Background: an optimization exercise with open tools, aiming at small area and a short achievable clock period. Do not read the settings as production practice.
At most, simulation tests tie the RTL to the original design; equivalence was not proved.
Power is estimated from default activity; no workload was simulated.

==> flow/design.v (excerpt) <==
module MULTI_32bit(clk, rst, A, B, F);
  input clk, rst;
  input [31:0] A;
  input [31:0] B;
  output reg [31:0] F;
  reg r1_s;
  reg [7:0] r1_e;
  reg r1_c0_0;
  reg r1_c0_1;
  reg r1_c1_0;
  reg r1_c2_0;
  reg r1_c3_0;
  reg r1_c3_1;
  reg r1_c3_2;
  reg r1_c4_0;
  reg r1_c4_1;
  reg r1_c5_0;
  reg r1_c5_1;
  reg r1_c6_0;
  reg r1_c6_1;
  reg r1_c6_2;
  reg r1_c6_3;
  reg r1_c7_0;
  reg r1_c7_1;
  reg r1_c7_2;
  reg r1_c8_0;
  reg r1_c8_1;
  reg r1_c8_2;
  reg r1_c9_0;
  reg r1_c9_1;
  reg r1_c9_2;
  reg r1_c9_3;
  reg r1_c9_4;
  reg r1_c10_0;
  reg r1_c10_1;
  reg r1_c10_2;
  reg r1_c10_3;
  reg r1_c11_0;
  reg r1_c11_1;
  reg r1_c11_2;
  reg r1_c11_3;
  reg r1_c12_0;
  reg r1_c12_1;
  reg r1_c12_2;
  reg r1_c12_3;
  reg r1_c12_4;
  reg r1_c12_5;
  reg r1_c13_0;
  reg r1_c13_1;
  reg r1_c13_2;
  reg r1_c13_3;
  reg r1_c13_4;
  reg r1_c14_0;
  reg r1_c14_1;
  reg r1_c14_2;
  reg r1_c14_3;
  reg r1_c14_4;
  reg r1_c15_0;
  reg r1_c15_1;
  reg r1_c15_2;
  reg r1_c15_3;
  reg r1_c15_4;
  reg r1_c15_5;
  reg r1_c15_6;
  reg r1_c16_0;
  reg r1_c16_1;
  reg r1_c16_2;
  reg r1_c16_3;
  reg r1_c16_4;
  reg r1_c16_5;
  reg r1_c17_0;
  reg r1_c17_1;
  reg r1_c17_2;
  reg r1_c17_3;
  reg r1_c17_4;
  reg r1_c17_5;
  reg r1_c18_0;
  reg r1_c18_1;
  reg r1_c18_2;
  reg r1_c18_3;
  reg r1_c18_4;
  reg r1_c18_5;
  reg r1_c18_6;
  reg r1_c18_7;
  reg r1_c19_0;
  reg r1_c19_1;
  reg r1_c19_2;
  reg r1_c19_3;
  reg r1_c19_4;
  reg r1_c19_5;
  reg r1_c19_6;
  reg r1_c20_0;
  reg r1_c20_1;
  reg r1_c20_2;
  reg r1_c20_3;
  reg r1_c20_4;
  reg r1_c20_5;
  reg r1_c20_6;
  reg r1_c21_0;
  reg r1_c21_1;
  reg r1_c21_2;
  reg r1_c21_3;
  reg r1_c21_4;
  reg r1_c21_5;
  reg r1_c21_6;
  reg r1_c21_7;
  reg r1_c21_8;
  reg r1_c22_0;
  reg r1_c22_1;
  reg r1_c22_2;
  ...
==> flow/config.mk <==
export PLATFORM = sky130hd
export DESIGN_NAME = MULTI_32bit
export DESIGN_NICKNAME = MULTI_32bit
export VERILOG_FILES = /design/flow/design.v
export SDC_FILE = /design/flow/constraint.sdc
export NUM_CORES = 4
export LEC_CHECK = 0
export ABC_CLOCK_PERIOD_IN_PS = 2500
export CAP_MARGIN = 20
export CORE_MARGIN = 2
export CORE_UTILIZATION = 50
export CTS_BUF_LIST = sky130_fd_sc_hd__clkbuf_16
export CTS_CLUSTER_DIAMETER = 80
export CTS_CLUSTER_SIZE = 30
export GPL_TIMING_DRIVEN = 0
export SETUP_SLACK_MARGIN = 4.3
export SLEW_MARGIN = 20
export SYNTH_HIERARCHICAL = 1
export SYNTH_MINIMUM_KEEP_SIZE = 0
==> flow/constraint.sdc <==
create_clock -name core_clock -period 7.0 [get_ports {clk}]
set_input_delay 1.4000 -clock core_clock [delete_from_list [all_inputs] [get_ports {clk}]]
set_output_delay 1.4000 -clock core_clock [all_outputs]
set_load 0.01 [all_outputs]
standard.sh (not shown) runs the stock make flow with config.mk's settings and CLKGATE_MAP_FILE= SYNTH_SCRIPT=/design/flow/synth_recipe.tcl, a recipe that flattens the netlist after the stock synthesis.
==> flow/flow/run.sh <==
#!/bin/bash
# The standard layout, but with port buffers of a plain buffer cell
# (buffer_ports otherwise picks a delay cell, clkdlybuf4s50_1).
set -euo pipefail
export BUFFER_PORTS_ARGS="-buffer_cell sky130_fd_sc_hd__buf_4"
bash standard.sh > make_finish.log 2>&1
Then changed:
GPL_TIMING_DRIVEN = not set   (was 0)
The new run went through all stages and came out clean.
Power stays flat.
Wire length fell by 2.3%.
Core utilization fell by 0.98 points.
Combinational power fell by about 3%.
Then changed:
ABC_AREA = 1   (was not set)
Outcome:
- via count goes up by 30%
- clock power goes up by about 7%
- total power climbs by 5.4%
- final cell count grows by 48%
- register-to-register slack gains 20 ps
- design area went up by 7.4%
- critical path depth climbs by 3

---

Setup of run 2:
MULTI_32bit, a different RTL version from the one above (not shown whole).
Size: about 1900 cells after synthesis, ~98 I/O pins, ~23000 um^2 of cells after synthesis.
Settings: LEC_CHECK=0, ABC_CLOCK_PERIOD_IN_PS=2500, CAP_MARGIN=20, CORE_MARGIN=2, CORE_UTILIZATION=40, CTS_BUF_LIST=sky130_fd_sc_hd__clkbuf_16, CTS_CLUSTER_DIAMETER=80, CTS_CLUSTER_SIZE=30, GPL_ROUTABILITY_DRIVEN=0, SETUP_SLACK_MARGIN=4.3, SLEW_MARGIN=20, SYNTH_HIERARCHICAL=1, SYNTH_MINIMUM_KEEP_SIZE=0; clock period 7.0 ns.
Scripts as last shown in full above: flow/flow/run.sh
> inputs changed (run 2 -> run 1)
Settings: clearing GPL_ROUTABILITY_DRIVEN, which used to be 0; swapping 4.3 for 4.5 in SETUP_SLACK_MARGIN.
Notes after the runs:
Run 1 completed; timing, DRC and antenna clean. Run 1: power of the combinational group 9.9% above run 2. Run 1 vs. run 2: buffering overhead has increased, sequential share of layout area has decreased, total length of routed met3 wires has decreased, length in cells of the worst reg-to-reg path has increased, portion of the clock cycle consumed by the worst path in the final layout has increased. Register cell area after layout, run 2 and run 1, lower one = run 2. On total power, the lower figure sits with run 2, not run 1. Number of stages on the worst setup path ended up 6 higher on run 1 than on run 2.
Function was not checked in any run of this note: the RTL went through the layout flow alone.

==> separate check: timing with driven ports <==
No port has a modelled driver above. Below, the same layouts with a new extraction and two added sets of constraints. Step 1, drivers: a clkbuf_16 drives clk and a buf_2 each remaining input, both assumed. Step 2 also shifts input and output timing later by t, the mid clock arrival at the registers, as if the neighbouring blocks saw the same clock. Slacks: ideal ports / drivers / drivers and shift; pairs: ideal ports / drivers.
run	shift t [ns]	setup WS [ns]	hold WS [ns]	worst setup path at the end
the first run of note 1	0.635	4.264 / 4.293 / 3.663	0.334 / 0.334 / 0.334	input to register
the second run of note 1	0.633	4.303 / 4.303 / 3.676	0.331 / 0.331 / 0.331	input to register
the third run of note 1	0.644	4.321 / 4.321 / 3.762	0.337 / 0.337 / 0.337	input to register
run 2	0.633	4.310 / 4.310 / 3.708	0.335 / 0.335 / 0.335	input to register
run 1	0.643	4.224 / 4.224 / 3.839	0.333 / 0.333 / 0.333	input to register
After both steps every run listed still meets setup and hold. For the second run of note 1, which loses most, drivers alone change the setup slack by 0.000 ns; drivers and shift together by -0.627 ns.
